This design comes from an exercise in tuning for a short achievable clock period and few clock cycles on the open sky130 flow, not from production work.
In this exercise RTL edits were held to simulation tests only and were not proved equivalent to the original.

<file path="design/flow/run.sh">
#!/bin/bash
# synth_recipe.tcl (not shown) runs the flow's synth.tcl, then flattens the netlist and writes it again
# the make line also repeats each setting of config.mk as NAME=value (left out here)
make -C /OpenROAD-flow-scripts/flow DESIGN_CONFIG=/design/flow/config.mk WORK_HOME=/design/flow/orfs CLKGATE_MAP_FILE= SYNTH_SCRIPT=/design/flow/synth_recipe.tcl finish
</file>
<file path="design/flow/constraint.sdc">
create_clock -name core_clock -period 260.0 [get_ports {clk}]
set_input_delay 52.0000 -clock core_clock [delete_from_list [all_inputs] [get_ports {clk}]]
set_output_delay 52.0000 -clock core_clock [all_outputs]
set_load 0.01 [all_outputs]
</file>
<file path="design/flow/design.v">
module half_adder (
	input a,b,
	output s,c);
	assign s = a^b;
	assign c=a&b;
endmodule 
module full_adder (
    input a, b, c_in,
    output s, c_out
);
    wire c1, s1, c2;
    half_adder ha1(a, b, s1, c1);
    half_adder ha2(c_in, s1, s, c2);
    assign c_out = c1 | c2;
endmodule
module n_adder
#(parameter n=4)(
	input [(n-1):0] x,y,
	input c_in,
	output [(n-1):0] s,
	output c_out
);
	wire [n:0]c;
	assign c[0]=c_in;
	assign c_out = c[n];
	generate
		genvar k;
		for (k = 0;k < n;k=k+1) begin:stage
			full_adder FA(
				.a(x[k]),
				.b(y[k]),
				.c_in(c[k]),
				.s(s[k]),
				.c_out(c[k+1])
			);
		end
	endgenerate
endmodule
module adder_subber
#(parameter n=4)(
	input [(n-1):0] x,y_,
	input m,
	output [(n-1):0] s,
	output ovf
);
    wire [(n-1):0] y=y_^{n{m}} ;
    wire c; 
	assign ovf = x[n-1] & y[n-1] & ~c | ~x[n-1] & ~y[n-1] & c; 
    n_adder #(.n(n)) NA(
        .x(x),
        .y(y),
        .c_in(m),
        .s(s),
        .c_out(c)
    );
endmodule
module multiplier #(parameter n=4) (
    input  [(n-1):0] x, y,
    output reg [(n-1):0] r
);
    always @(*) begin
        r= x * y;
    end
endmodule
module divider #(parameter n=4) (
    input  [(n-1):0] x, y,
    output reg [(n-1):0] r, rem
);
    always @(*) begin
        r= (y == {n{1'b0}}) ? {n{1'b1}} : x / y;
        rem = (y == {n{1'b0}}) ? x : x % y;
    end
endmodule
module MUX_2x1
#(parameter n=4)(
    input [(n-1):0] w1,
    input [(n-1):0] w2,
    input s,
    output reg [(n-1):0] f
);
always @(*) begin
        case (s)
            1'b0:
                f=w1; 
            1'b1: 
                f=w2;
        endcase
end
endmodule
module MUX_3x1
#(parameter n=4)(
    input [(n-1):0] w1,
    input [(n-1):0] w2,
    input [(n-1):0] w3,
    input [1 : 0]   s,
    output reg [(n-1):0] f
);
always @(*) begin
        casex (s)
            2'b11:
                f=w1; 
            2'b10:
                f=w2; 
            2'b01: 
                f=w2;
            2'b00: 
                f=w3;
        endcase
end
endmodule
module MUX_5x1
#(parameter n=4)(
    input [(n-1):0] w1,
    input [(n-1):0] w2,
    input [(n-1):0] w3,
    input [(n-1):0] w4,
    input [(n-1):0] w5,
    input [2 : 0]   s,
    output reg [(n-1):0] f
);
always @(*) begin
        casex (s)
            3'b000:
                f=w1; 
            3'b001: 
                f=w2;
            3'b010: 
                f=w3;
            3'b011: 
                f=w4;
            3'b1xx: 
                f=w5;
        endcase
end
endmodule
module n_P_Register
#(parameter n=4 )(
    input  clk, reset,EN,
    input  [n-1:0] I,
    output [n-1:0]Q
);   
    reg [n-1:0] Q_reg;
    assign Q = Q_reg;
    always @(posedge clk or posedge reset) begin
        if(reset)
            Q_reg <= {n{1'b0}};
        else if(EN)
            Q_reg<= I;
    end
endmodule
module PC(
    input  clk, reset,PC_EN,
    input  [31:0] branch_offset, Q_next,
    output [31:0] address, next_address, imm_address
);
    wire cout1, cout2;
    n_P_Register #(.n(32)) PC_reg(
        .clk(clk),
        .reset(reset),
        .EN(PC_EN),
        .I(Q_next),
        .Q(address)
    );   
    n_adder #(.n(32)) Adder2(
        .x(address), 
        .y(32'd4),
        .c_in(1'b0),
        .s(next_address),
        .c_out(cout1)
    );
    n_adder #(.n(32)) Adder1(
        .x(address), 
        .y(branch_offset << 1),
        .c_in(1'b0),
        .s(imm_address),
        .c_out(cout2)
    );
endmodule
module Branch_unit (
    input zero , sign,ovf,
    input [1:0] BR_control,
    output reg Branch 
);
    always @(*) begin
        case (BR_control)
            2'b00: Branch <= zero;                    
            2'b01: Branch <=!zero;                    
            2'b10: Branch <= sign ^ ovf;              
            2'b11: Branch <= !(sign ^ ovf);           
            default: Branch <= 1'b0;
        endcase
    end
endmodule
module imm_gen (
    input  [31:0] instructions,
    output reg [31:0] immediate
);
    wire [6:0] OP;
    assign OP = instructions [6:0];
    always @(*) begin
        immediate = 32'b0;
        case (OP)
            7'b0010011,7'b0000011:begin  
                immediate[11:0] = instructions [31:20];
                immediate[31:12] = {20{immediate[11]}};
            end
            7'b0100011:begin  
                immediate[11:0] = {instructions [31:25],instructions [11:7]};
                immediate[31:12] = {20{immediate[11]}};
            end
            7'b1100011:begin  
                immediate[12:0] = {instructions [31],instructions [7],instructions [30:25],instructions [11:8],1'b0};
                immediate[31:13]={19{immediate[12]}};
            end
            7'b1101111,7'b1100111:begin  
                immediate[20:0] = {instructions [31],instructions [19:12],instructions [20],instructions [30:21],1'b0};
                immediate[31:12]={20{immediate[20]}};
            end
            7'b0110111:begin  
                immediate[31:12] = {instructions [31:12]};
            end
            default: immediate = 32'b0;
        endcase
    end
endmodule
module Register_file(
    input  write_EN, clk, reset,
    input  [4:0]  read_address1, read_address2, write_address, 
    input  [31:0] write_data, 
    output [31:0] read_data1, read_data2 
);
    reg [31:0] Q [31:0];
    integer k;
    assign read_data1 = Q[read_address1];
    assign read_data2 = Q[read_address2];
    always @(posedge clk or posedge reset) begin
        if (reset) begin
            for (k = 0; k < 32; k = k + 1) begin
                Q[k] <= 32'b0;
            end
        end
        else begin
            Q[0] <= 32'b0;
            if (write_EN && (write_address != 5'b0)) begin
                Q[write_address] <= write_data;
            end
        end
    end
endmodule
module ALU (
    input reset,
    input  [31:0] A_ , B_,
    input [3:0] OP,
    output reg [31:0] result, 
    output zero, sign, ovf
);
    reg [31:0] A , B , R;    
    wire [31:0] AB_a_s , AB_or , AB_and , AB_xor , AB_mul , AB_div , AB_rem , AB_shl , AB_shr;
    reg cin;
    assign AB_or  = A | B;
    assign AB_and = A & B;
    assign AB_xor = A ^ B;
    assign AB_shl = A << B[4:0]; 
    assign AB_shr = A >> B[4:0];
    assign sign = result[31];
    assign zero = ~|result;
    adder_subber #(.n(32)) ADD_SUB (
        .x(A), 
        .y_(B), 
        .m(cin), 
        .s(AB_a_s), 
        .ovf(ovf)
        );
    multiplier #(.n(32)) MUL (
        .x(A), 
        .y(B), 
        .r(AB_mul)
        );
    divider #(.n(32)) DIV (
        .x(A), 
        .y(B), 
        .r(AB_div), 
        .rem(AB_rem)
        );
    always @(*) begin
        if (reset) begin
            A=0;
            B=0;
            result = 0;
        end
        else begin
            A =A_;
            B =B_;
            result = R;
        end
    end
    always @(*) begin
        R = 32'b0;
        cin = 1'b1;
        case (OP)
            4'b0000:begin  
                cin = 1'b0; R= AB_a_s; 
            end
            4'b0001:begin  
                cin = 1'b1; R= AB_a_s; 
            end
            4'b0010:  
                R= AB_mul; 
            4'b0011:  
                R= AB_div; 
            4'b0100:  
                R= AB_rem; 
            4'b0101:  
                R= AB_or ; 
            4'b0110:  
                R= AB_xor; 
            4'b0111:  
                R= AB_and; 
            4'b1000:  
                R= AB_shl; 
            4'b1001:  
                R= AB_shr; 
            4'b1010:begin  
                cin = 1'b1; R =  ($signed(A) < $signed(B)) ? 32'b1 : 32'b0; 
            end
            default: 
                R =32'b0;
        endcase
    end
endmodule
module ALU_control (
    input  [6:0] funct7,
    input  [2:0] funct3,
    input  [1:0] ALU_OP,
    output reg [3:0] OP,
    output reg [1:0] BR,data_type
);
    always @(*) begin
        OP= 4'b0000; 
        BR= 2'b00; 
        data_type=2'b00;
        case (ALU_OP)
            2'b00: begin                                               
                casex (funct3)
                    3'b000: 
                        if(funct7 == 7'b0000001)
                            OP=4'b0010;                              
                        else if(funct7 == 7'b0100000)
                            OP=4'b0001;                              
                            else
                                OP=4'b0000;                          
                    3'b100: 
                        if(funct7 == 7'b0000001)
                            OP=4'b0011;                              
                            else
                            OP=4'b0110;                              
                    3'b110: 
                        if(funct7 == 7'b0000001)
                            OP=4'b0100;                              
                            else
                            OP=4'b0101;                              
                    3'b111: 
                        OP=4'b0111;                                 
                    3'b001: 
                        OP=4'b1000;                                
                    3'b101: 
                        OP=4'b1001;                                
                    3'b010: 
                        OP=4'b1010;                               
                    default:OP=4'b0000;
                endcase
                end
            2'b01: begin                                            
                OP=4'b0000;                          
                case (funct3)
                    3'b010: data_type=2'b00;
                    3'b001: data_type=2'b01;
                    3'b000: data_type=2'b10;
                    default: data_type=2'b00;
                endcase
                end
            2'b10: begin                                            
                OP=4'b0001;                              
                case (funct3)
                    3'b000:
                        BR= 2'b00; 
                    3'b001:
                        BR= 2'b01; 
                    3'b100:
                        BR= 2'b10; 
                    3'b101:
                        BR= 2'b11; 
                endcase
                end
            2'b11: begin                                            
                OP=4'b0000;                          
                end
        endcase
    end
endmodule
module CU(
    input clk, reset,
    input [6:0] opcode,
    output reg [1:0] ALU_OP,
    output reg [2:0] mem_to_reg,
    output reg ALU_src, mem_read, mem_write, reg_write,PC_EN,
    output reg [1:0] branch
);
    reg [2:0] state, next_state;
    always @(posedge clk or posedge reset) begin
        if(reset) state <= 3'b000;  
        else state <= next_state;
    end
    always @(*) begin
        next_state = 3'b000;
        case(state)
            3'b000: 
                next_state = 3'b001;  
            3'b001: begin   
                case(opcode)
                    7'b0110011: 
                        next_state = 3'b010;  
                    7'b0010011: 
                        next_state = 3'b010;  
                    7'b0000011: 
                        next_state = 3'b010;  
                    7'b0100011: 
                        next_state = 3'b010;  
                    7'b1100011: 
                        next_state = 3'b010;  
                    7'b1101111, 7'b1100111: 
                        next_state = 3'b010;  
                    7'b0110111, 7'b0010111: 
                        next_state = 3'b010;  
                    default: next_state = 3'b000;
                endcase
                end
            3'b010: begin   
                case(opcode)
                    7'b0110011, 7'b0010011, 7'b0110111, 7'b0010111: 
                        next_state = 3'b000;  
                    7'b0100011:  
                        next_state = 3'b000;  
                    7'b0000011:  
                        next_state = 3'b011;  
                    7'b1100011: 
                        next_state = 3'b000;  
                    7'b1101111, 7'b1100111: 
                        next_state = 3'b000;  
                    default: next_state = 3'b000;
                endcase
                end
            3'b011:         
                next_state = 3'b000;  
                endcase
            end
    always @(*) begin
        ALU_OP     = 2'b00;
        ALU_src    = 0;
        mem_read   = 0;
        mem_write  = 0;
        reg_write  = 0;
        mem_to_reg = 3'b000;
        branch     = 2'b00;
        PC_EN = 1'b0;
        case(state)
            3'b000: begin  
            case(opcode)
                7'b1100011: begin
                    ALU_OP = 2'b10; 
                    branch = 2'b01; 
                    end
                7'b1100111:  begin   
                    ALU_OP = 2'b11; 
                    branch = 2'b11; 
                    reg_write  = 1'b1;
                    mem_to_reg = 3'b010;  
                    end
                7'b1101111:  begin   
                    branch = 2'b10; 
                    reg_write  = 1'b1;
                    mem_to_reg = 3'b010;  
                    end
            endcase
                PC_EN = 1'b1;   
                end
            3'b010: begin  
                case(opcode)
                    7'b0110011: begin 
                        ALU_OP = 2'b00;  
                        reg_write  = 1'b1;
                        mem_to_reg = 3'b000;  
                    end
                    7'b0010011: begin 
                            ALU_OP = 2'b00; 
                            ALU_src = 1'b1; 
                            reg_write  = 1'b1;
                            mem_to_reg = 3'b000;  
                            end
                    7'b0000011: begin 
                            ALU_OP = 2'b01; 
                            ALU_src = 1'b1; 
                            mem_read = 1'b1;   
                            mem_to_reg = 3'b001;  
                            end
                    7'b0100011: begin 
                            ALU_OP = 2'b01; 
                            ALU_src = 1'b1; 
                            mem_write = 1'b1;  
                            end
                    7'b1100011: begin
                        ALU_OP = 2'b10; 
                        branch = 2'b01; 
                        end
                    7'b1100111:  begin   
                        ALU_OP = 2'b11; 
                        branch = 2'b11; 
                        reg_write  = 1'b1;
                        mem_to_reg = 3'b010;  
                    end
                    7'b1101111:  begin   
                        branch = 2'b10; 
                        reg_write  = 1'b1;
                        mem_to_reg = 3'b010;  
                        end
                    7'b0110111: begin 
                            ALU_OP = 2'b11; 
                            reg_write  = 1'b1;
                            mem_to_reg = 3'b011;  
                            end
                    7'b0010111: begin 
                            ALU_OP = 2'b11; 
                            reg_write  = 1'b1;
                            mem_to_reg = 3'b100;  
                            end
                endcase
                end
            3'b011: begin  
                    ALU_OP = 2'b01;
                    ALU_src = 1'b1; 
                    reg_write  = 1'b1;
                    mem_to_reg = 3'b001;  
                end
        endcase
    end
endmodule
module RISC_V (
    input  clk,
    input  reset,
    input  [31:0] instructions,
    input  [31:0] ram_data_in,
    output [31:0] PC_current,
    output RAM_write,RAM_read,
    output [1:0]  data_type,
    output [31:0] ram_address,
    output [31:0] ram_data_out
);
    wire [31:0] PC_next, next_address, imm_address;
    wire PC_EN;
    wire [6:0] opcode = instructions[6:0];
    wire [6:0] funct7 = instructions[31:25];
    wire [2:0] funct3 = instructions[14:12];
    wire [4:0] read_address1 = instructions[19:15];
    wire [4:0] read_address2 = instructions[24:20];
    wire [4:0] write_address = instructions[11:7];
    wire [31:0] immediate;
    wire [31:0] read_data1, read_data2;
    wire [31:0] reg_data;
    wire [2:0] reg_sel;
    wire reg_write;
    wire [31:0] ALU_result;
    wire ALU_zero, ALU_sign, ALU_ovf;
    wire [31:0] ALU_src_data;
    wire [3:0] OP;
    wire [1:0] ALU_OP;
    wire [31:0] ram_data;
    wire [1:0] CU_branch;
    wire BU_branch;
    wire [1:0] branch_op;
    PC PC_unit (
        .clk(clk),
        .PC_EN(PC_EN),
        .reset(reset),
        .branch_offset(immediate),
        .Q_next(PC_next),
        .address(PC_current),
        .next_address(next_address),
        .imm_address(imm_address)
    );
    Branch_unit Branch_Unit (
        .zero(ALU_zero), 
        .sign(ALU_sign),
        .ovf(ALU_ovf),
        .BR_control(branch_op),
        .Branch(BU_branch)
    );
    MUX_3x1 #(.n(32)) PC_MUX (
        .w1(ALU_result),
        .w2(imm_address),
        .w3(next_address),
        .s({CU_branch[1], CU_branch[0] & BU_branch}),
        .f(PC_next)
    );
    imm_gen immediate_generator (
        .instructions(instructions),
        .immediate(immediate)
    );
    Register_file Register_File (
        .clk(clk),
        .reset(reset),
        .write_EN(reg_write),
        .read_address1(read_address1),
        .read_address2(read_address2),
        .write_address(write_address),
        .write_data(reg_data),
        .read_data1(read_data1),
        .read_data2(read_data2)
    );
    MUX_5x1 #(.n(32)) Mux5 (
        .w1(ALU_result),
        .w2(ram_data),
        .w3(next_address),
        .w4(immediate),
        .w5(imm_address),
        .s(reg_sel),
        .f(reg_data)
    );
    MUX_2x1 #(.n(32)) ALU_Src (
        .w1(read_data2),
        .w2(immediate),
        .s(ALU_src),
        .f(ALU_src_data)
    );
    ALU ALU_unit (
        .reset(reset),
        .A_(read_data1),
        .B_(ALU_src_data),
        .OP(OP),
        .result(ALU_result),
        .zero(ALU_zero),
        .sign(ALU_sign),
        .ovf(ALU_ovf)
    );
    ALU_control ALU_Control (
        .funct7(funct7),
        .funct3(funct3),
        .ALU_OP(ALU_OP),
        .OP(OP),
        .BR(branch_op),
        .data_type(data_type)
    );
    CU CU_unit (
        .clk(clk),
        .reset(reset),
        .opcode(opcode),
        .PC_EN(PC_EN),
        .ALU_OP(ALU_OP),
        .mem_to_reg(reg_sel),
        .ALU_src(ALU_src),
        .mem_read(RAM_read),
        .mem_write(RAM_write),
        .reg_write(reg_write),
        .branch(CU_branch)
    );
     assign ram_data= ram_data_in;
     assign ram_data_out = read_data2;
     assign ram_address = ALU_result;
endmodule
</file>
<file path="design/flow/config.mk">
export PLATFORM = sky130hd
export DESIGN_NAME = RISC_V
export DESIGN_NICKNAME = RISC_V
export VERILOG_FILES = /design/flow/design.v
export SDC_FILE = /design/flow/constraint.sdc
export NUM_CORES = 8
export LEC_CHECK = 0
export CAP_MARGIN = 20
export CORE_MARGIN = 2
export CORE_UTILIZATION = 40
export SLEW_MARGIN = 20
</file>
==> flow_metrics.tcl, run 1 <==
set metrics [dict create \
    numCtsBuffers 107 \
    worst_clock_skew_ps 46.5 \
    slew_violations 0 \
    stdcell_area_sq_um 121000 \
    grt_max_degree 162 \
    layout_common_cells "nand2_1, o21ai_0, dfrtp_1" \
    num_rows 192 \
    start_util_pct 40.2 \
    start_kind "primary input" \
    crit_top_cell "ha_1" \
    dieArea_sq_um 279000 \
    avgSynthCellArea_sq_um 7.77 \
    gp_routability_congestion 1.09 \
    critPathKind "in -> out" \
    max_stage_delay_ps 1120 \
    hold_start "Register_File.Q[20][1]" \
    drtPass1Iterations 11 \
    rsz0062_at_grt "false" \
    vias 123000 \
    timing.rr.start "Register_File.Q[23][13]" \
    period_share_pct 81.4 \
    cts_resized 0 \
    core_area_sq_um 274000 \
    async_flop_share_pct 100 \
    cts_tree "done" \
    synth_seq_cells 1058 \
    largest_reg_flops 1024 \
    layout_commonest_cell "nand2_1" \
    finalHoldViolCount 0 \
    grt_use_met1_pct 55.1 \
    instances_no_fill 17700 \
    tightest_slew_ps 1380 \
    place_area_sq_um 117000 \
    wl_per_cell_um 38.6 \
    clockRootBuffer "clkbuf_16" \
    die_width_um 529 \
    drv_cap 0 \
    utilization_pct 44.3 \
    nets 15300 \
    slew_headroom_pct 7.72 \
    setup_viol 0 \
    dpl.hpwl_mm 483 \
    synthFlopType "dfrtp_1" \
    crit_path_end_kind "output pin" \
    tns_ps 0 \
    wl_mm 682 \
    dp_cells 17400 \
    hold_path_class "reg -> reg" \
    synth_warnings 14 \
    crit_arrival_ps 159620 \
    drt_iter0_drc 20800 \
    grt_pass1_wl_mm 932 \
    fp.dieH_um 529 \
    synthesis.area_sq_um 110000 \
    startpoint "instructions[23]" \
    postCtsHoldBufs 0 \
    max_freq_mhz 4.73 \
    status "no timing/DRC/antenna violations" \
    cp_slowest_cell "a2111oi_0" \
    grtUsageMet3_pct 19.8 \
    critPathRequiredTime_ps 208000 \
    port_buffers 165 \
    detail-route-antenna-nets 0 \
    antenna_found_initial 80 \
    use_met2_pct 65.4 \
    synth.distinct_cells 114 \
    clk_path_buf_depth 3 \
    first_global_vias 115000 \
    synth_edf_count 0 \
    period_needed_ps 211620 \
    ys_seq_area_share_pct 24.1 \
    drive_above_1_share_pct 8.47 \
    clk_pin_slew_worst_paths_ps 60 \
    track_usage_pct 47.4 \
    synthToLayoutAreaGrowth_pct 10.2 \
    grt-ovfl-total 0 \
    clk_latency_ps 780 \
    via_per_inst 6.98 \
    cts_max_level 3 \
    busiest_layer "met2" \
    ios 166 \
    crit_fanout 43 \
    cts_setup_buffers 0 \
    syn-instance-count 14200 \
    cts_num_sinks 1058 \
    drc_errors 0 \
]
-- worst max-delay path: cells and delay by family --
kind | cells | cell delay, ps
AOI/OAI and AO/OA | 171 | 51220
adders and majority gates | 31 | 9810
buffers and inverters | 34 | 8580
muxes | 4 | 1580
and+or+nand+nor | 130 | 35970
-- per-layer routing --
metal	share of wire [%]	vias up
li1	-	50200
met1	35	58600
met2	39	10800
met3	14	3709
met4	12	50
met5	0.12	-
-- logic make-up (layout without fill, tap and decap cells) --
family	count (synthesis)	count (layout)	synth area share (%)
other cells	1	91	0.00341
compound gates	3895	3895	22.8
simple gates	5410	5410	22.9
xor+xnor	512	512	4.07
flops	1058	1058	24.1
fa+ha+maj	1253	1253	17.4
mux	226	226	2.18
buf+inv	1819	1632	6.56
-- final cells by class --
class                           instances  area, sq um
Timing Repair Buffer                  682         5640
Multi-Input combinational cell      11300        78100
Clock inverter                         46          518
Antenna cell                           59          148
Sequential cell                      1058        26500
Clock buffer                          146         3080
Tap cell                             3589         4490
Fill cell                           27900       152000
Inverter                              758         2860
-- cells in the mapped netlist (70+ instances only) --
library cell	instances	share of area [%]
nor2b_1	90	0.51
nand2_1	2108	7.2
a22oi_1	392	2.7
fa_1	469	8.5
nor2_1	956	3.3
a21oi_1	608	2.8
mux2_2	113	1.2
nand3_1	883	4.0
nand2b_1	73	0.41
mux2i_1	113	1.0
nand4_1	311	1.8
and2_1	70	0.40
a21o_1	167	1.1
a211oi_1	125	0.85
o211ai_1	92	0.63
xnor2_1	341	2.7
and3_1	293	1.7
buf_1	119	0.41
a31oi_1	133	0.76
nor4_1	89	0.51
xor2_1	171	1.4
buf_2	97	0.44
o21ai_0	1389	6.3
nor3_1	243	1.1
inv_1	739	2.5
o21a_1	146	1.0
dfrtp_1	1058	24
ha_1	784	8.9
clkbuf_1	786	2.7
-- per-stage QoR --
stage | worst slack (ps) | hold slack (ps)
CTS | 52260 | 498
global placement | 54680 | 463
floorplan | 69400 | 450
detailed placement | 52620 | 485
finish | 48380 | 500
global route | 43410 | 521
-- final timing paths --
| kind | endpoint | slack [ps] | depth (start not counted) |
|---|---|---|---|
| setup / recovery | ram_address[0] | 48380 | 370 |
| hold / removal | Register_File.Q[20][1] | 500 | 2 |
| setup reg to reg | PC_unit.PC_reg.Q_reg[23] | 149740 | 378 |
| hold reg to reg | Register_File.Q[20][1] | 500 | 2 |
| max in group asynchronous | Register_File.Q[16][17] | 203970 | 8 |
| min in group asynchronous | PC_unit.PC_reg.Q_reg[7] | 51660 | 2 |
Testbench counts, summed over its fixed seeds: cycles 137,038.
==> run 2, diff against run 1 <==
--- a/design/flow/design.v
+++ b/design/flow/design.v
@@ -666,3 +666,3 @@
      assign ram_data_out = read_data2;
-     assign ram_address = ALU_result;
+     assign ram_address = read_data1 + immediate;
 endmodule
==> run 2 against run 1 <==
  * Synthesized cell count rose by 2.6%
  * Core utilization fell by 0.20 points
  * Count of clock-buffer cells in the layout rose by 13
  * Hold slack got worse by 5.0 ps
  * Design area rose by 2.6%
  * Non-clock buffer count fell by 13
  * Critical path type is now in -> reg
==> flow_metrics.tcl, run 2 <==
set metrics [dict create \
    synth_top_family_by_area "simple AND/OR/NAND/NOR gates" \
    via_per_inst 6.96 \
    tns_ps 0 \
    finalHoldViolCount 0 \
    wl_mm 670 \
    drc_errors 0 \
    cts_setup_buffers 0 \
    dp_cells 17900 \
    rsz0062_at_grt "false" \
    synth.most_common_cell "nand2_1" \
    synthFlopType "dfrtp_1" \
    largest_reg_flops 1024 \
    cp_slowest_cell "o41ai_1" \
    r2r_cells 376 \
    fp.dieH_um 536 \
    min_delay_path_depth 2 \
    avgSynthCellArea_sq_um 7.79 \
    crit_arrival_ps 159680 \
    start_util_pct 40.2 \
    grt_max_degree 144 \
    instances_no_fill 18200 \
    num_rows 195 \
    worst_clock_skew_ps 69.8 \
    period_needed_ps 158980 \
    seq_area_sq_um 26500 \
    dpl.hpwl_mm 481 \
    hold_start "Register_File.Q[9][4]" \
    nets 15600 \
    dieArea_sq_um 287000 \
    port_buffers 165 \
    synth-xor-area-share_pct 3.83 \
    wl_per_cell_um 36.8 \
    synth_compound_area_share_pct 20.9 \
    track_usage_pct 45.2 \
    synthesis.area_sq_um 113000 \
    setup_viol 0 \
    synth_seq_cells 1058 \
    critPathKind "in -> reg" \
    clk_pin_slew_worst_paths_ps 70 \
    start_kind "primary input" \
    cts_max_level 3 \
    clk_latency_ps 840 \
    status "no timing/DRC/antenna violations" \
    netlist.area_leader.share_pct 23.4 \
    antenna_found_initial 83 \
    drive_above_1_share_pct 9.20 \
    multi_input_comb_area_sq_um 80600 \
    postCtsHoldBufs 0 \
    synth_area_leaders "dfrtp_1, ha_1, fa_1" \
    slew_headroom_pct 7.20 \
    drtPass1Iterations 10 \
    crit_fanout 63 \
    post_synth_and_or_nand_nor_area_fraction_pct 24.9 \
    timing.rr.start "Register_File.Q[30][22]" \
    synth_fa_ha_area_share_pct 17.3 \
    max_freq_mhz 6.29 \
    layout_common_cells "nand2_1, o21ai_0, nand3_1" \
    max_stage_delay_ps 1010 \
    r2r_setup_slack_ps 153350 \
    vias 127000 \
    grt-ovfl-total 0 \
    slew_violations 0 \
    nFillCells 28800 \
    ys_seq_area_share_pct 23.4 \
    first_global_vias 116000 \
    synth.distinct_cells 124 \
    cts_num_sinks 1058 \
    clk_path_buf_depth 3 \
    drv_cap 0 \
    tightest_slew_ps 1390 \
    numCtsBuffers 114 \
    detail-route-antenna-nets 0 \
    layout_commonest_cell "nand2_1" \
    synth_common_cells "nand2_1, o21ai_0, nand3_1" \
    crit_path_end_kind "flip-flop" \
    syn-instance-count 14500 \
    r2r-end "PC_unit.PC_reg.Q_reg[26]" \
    drt_iter0_drc 19800 \
    async_flop_share_pct 100 \
    synth_edf_count 0 \
    cts_resized 0 \
    clockRootBuffer "clkbuf_16" \
    grt_pass1_wl_mm 924 \
    synthMuxAreaShare_pct 3.06 \
    core_area_sq_um 282000 \
    hold_end "Register_File.Q[9][4]" \
    synth_warnings 14 \
    period_share_pct 61.1 \
    ios 166 \
    synthToLayoutAreaGrowth_pct 9.87 \
    gp_routability_congestion 1.12 \
    hold_ws_ps 495 \
    yosysTopAreaCell "dfrtp_1" \
    hold_path_class "reg -> reg" \
    die_width_um 536 \
    cts_tree "done" \
    critPathRequiredTime_ps 260700 \
]
-- run 2: changes by cell type in the layout (fill, tap and decap cells not counted), sizes merged, moves of 74 or more --
cell / previous run / this run
a22oi: 392 / 236
and3: 293 / 429
mux2: 113 / 233
nand2: 2110 / 2036
nand3: 884 / 1082
o21ai: 1401 / 1327
-- run 2: worst max-delay path by stage --
stage                     start                       end  slack, ps  depth (start not counted)
2_1_floorplan  instructions[23]  PC_unit.PC_reg.Q_reg[10]     122170                        412
3_3_place_gp   instructions[22]  PC_unit.PC_reg.Q_reg[17]     105960                        375
3_5_place_dp   instructions[22]  PC_unit.PC_reg.Q_reg[26]     103930                        376
4_1_cts        instructions[22]   PC_unit.PC_reg.Q_reg[5]     104300                        376
5_1_grt        instructions[22]   PC_unit.PC_reg.Q_reg[7]      95160                        383
6_report       instructions[20]  PC_unit.PC_reg.Q_reg[26]     101020                        380
-- run 2: stage by stage --
| step | utilization [%] | cell area (sq um) | setup WS [ps] |
|---|---|---|---|
| after CTS | 44.0 | 124000 | 104300 |
| final | 44.1 | 124000 | 101020 |
| after global routing | 44.1 | 124000 | 95160 |
| after floorplan | - | 113000 | 122170 |
| after global placement | 42.6 | 120000 | 105960 |
| after detailed placement | 42.6 | 120000 | 103930 |
-- run 2: routing by layer --
metal | vias to the layer above | wire, um | GRT usage (%)
met2 | 10700 | 268000 | 64.0
li1 | 51600 | - | -
met5 | - | 221 | 0.300
met4 | 34 | 76700 | 41.0
met1 | 60800 | 234000 | 53.2
met3 | 3568 | 90300 | 16.4
-- run 2: cell families (layout without fill, tap and decap cells) --
group           after synthesis  after routing
mux                         317            317
other cells                   1            115
xor+xnor                    496            496
buf+inv                    1855           1653
simple gates               5836           5836
flops                      1058           1058
compound gates             3697           3697
fa+ha+maj                  1286           1286
-- run 2: critical path: cells and delay by family --
kind,cells,cell delay [ps]
simple gates,128,33310
compound gates,184,52140
fa+ha+maj,32,10120
mux,5,2370
buf+inv,31,9200
-- run 2: area by class of cell --
type	instances	area share (%)
multi-input cells	11700	64.8
flip-flops and latches	1058	21.3
repair buffers	669	4.43
well taps	3743	3.76
clock buffers	159	2.66
inverters	770	2.33
clock inverters	55	0.625
diodes	83	0.167
Testbench counts of run 2, summed over its fixed seeds: cycles 137,038.

## static timing again, ports no longer ideal
In the flow no input, the clock included, has a driving cell. The finished layouts below were timed again as built, in two steps. Step 1: set_driving_cell puts a clkbuf_16 on clk and a buf_2 on each other input, an assumption about the parent block. Step 2 times the ports against the registers' clock, not the clock port: input delays grow and output delays shrink by t, the midpoint of the rising clock arrivals with the driver on. Slacks: no drivers / after step 1 / after step 2; pairs: no drivers / after step 1.
| run | t (ns) | slack for setup (ns) | latest minus earliest clock arrival (ns) | worst register clock-pin slew, ns | pins driven straight from the clock port |
|---|---|---|---|---|---|
| run 1 | 0.840 | 48.377 / 48.347 / 48.347 | 0.047 / 0.046 | 0.07 / 0.07 | 1 |
| run 2 | 0.890 | 101.021 / 101.086 / 100.196 | 0.070 / 0.070 | 0.07 / 0.07 | 1 |
After both steps setup and hold are still met in every run listed. The setup slack of run 2, which loses most, moves by +0.065 ns with the drivers and by -0.825 ns with both steps.
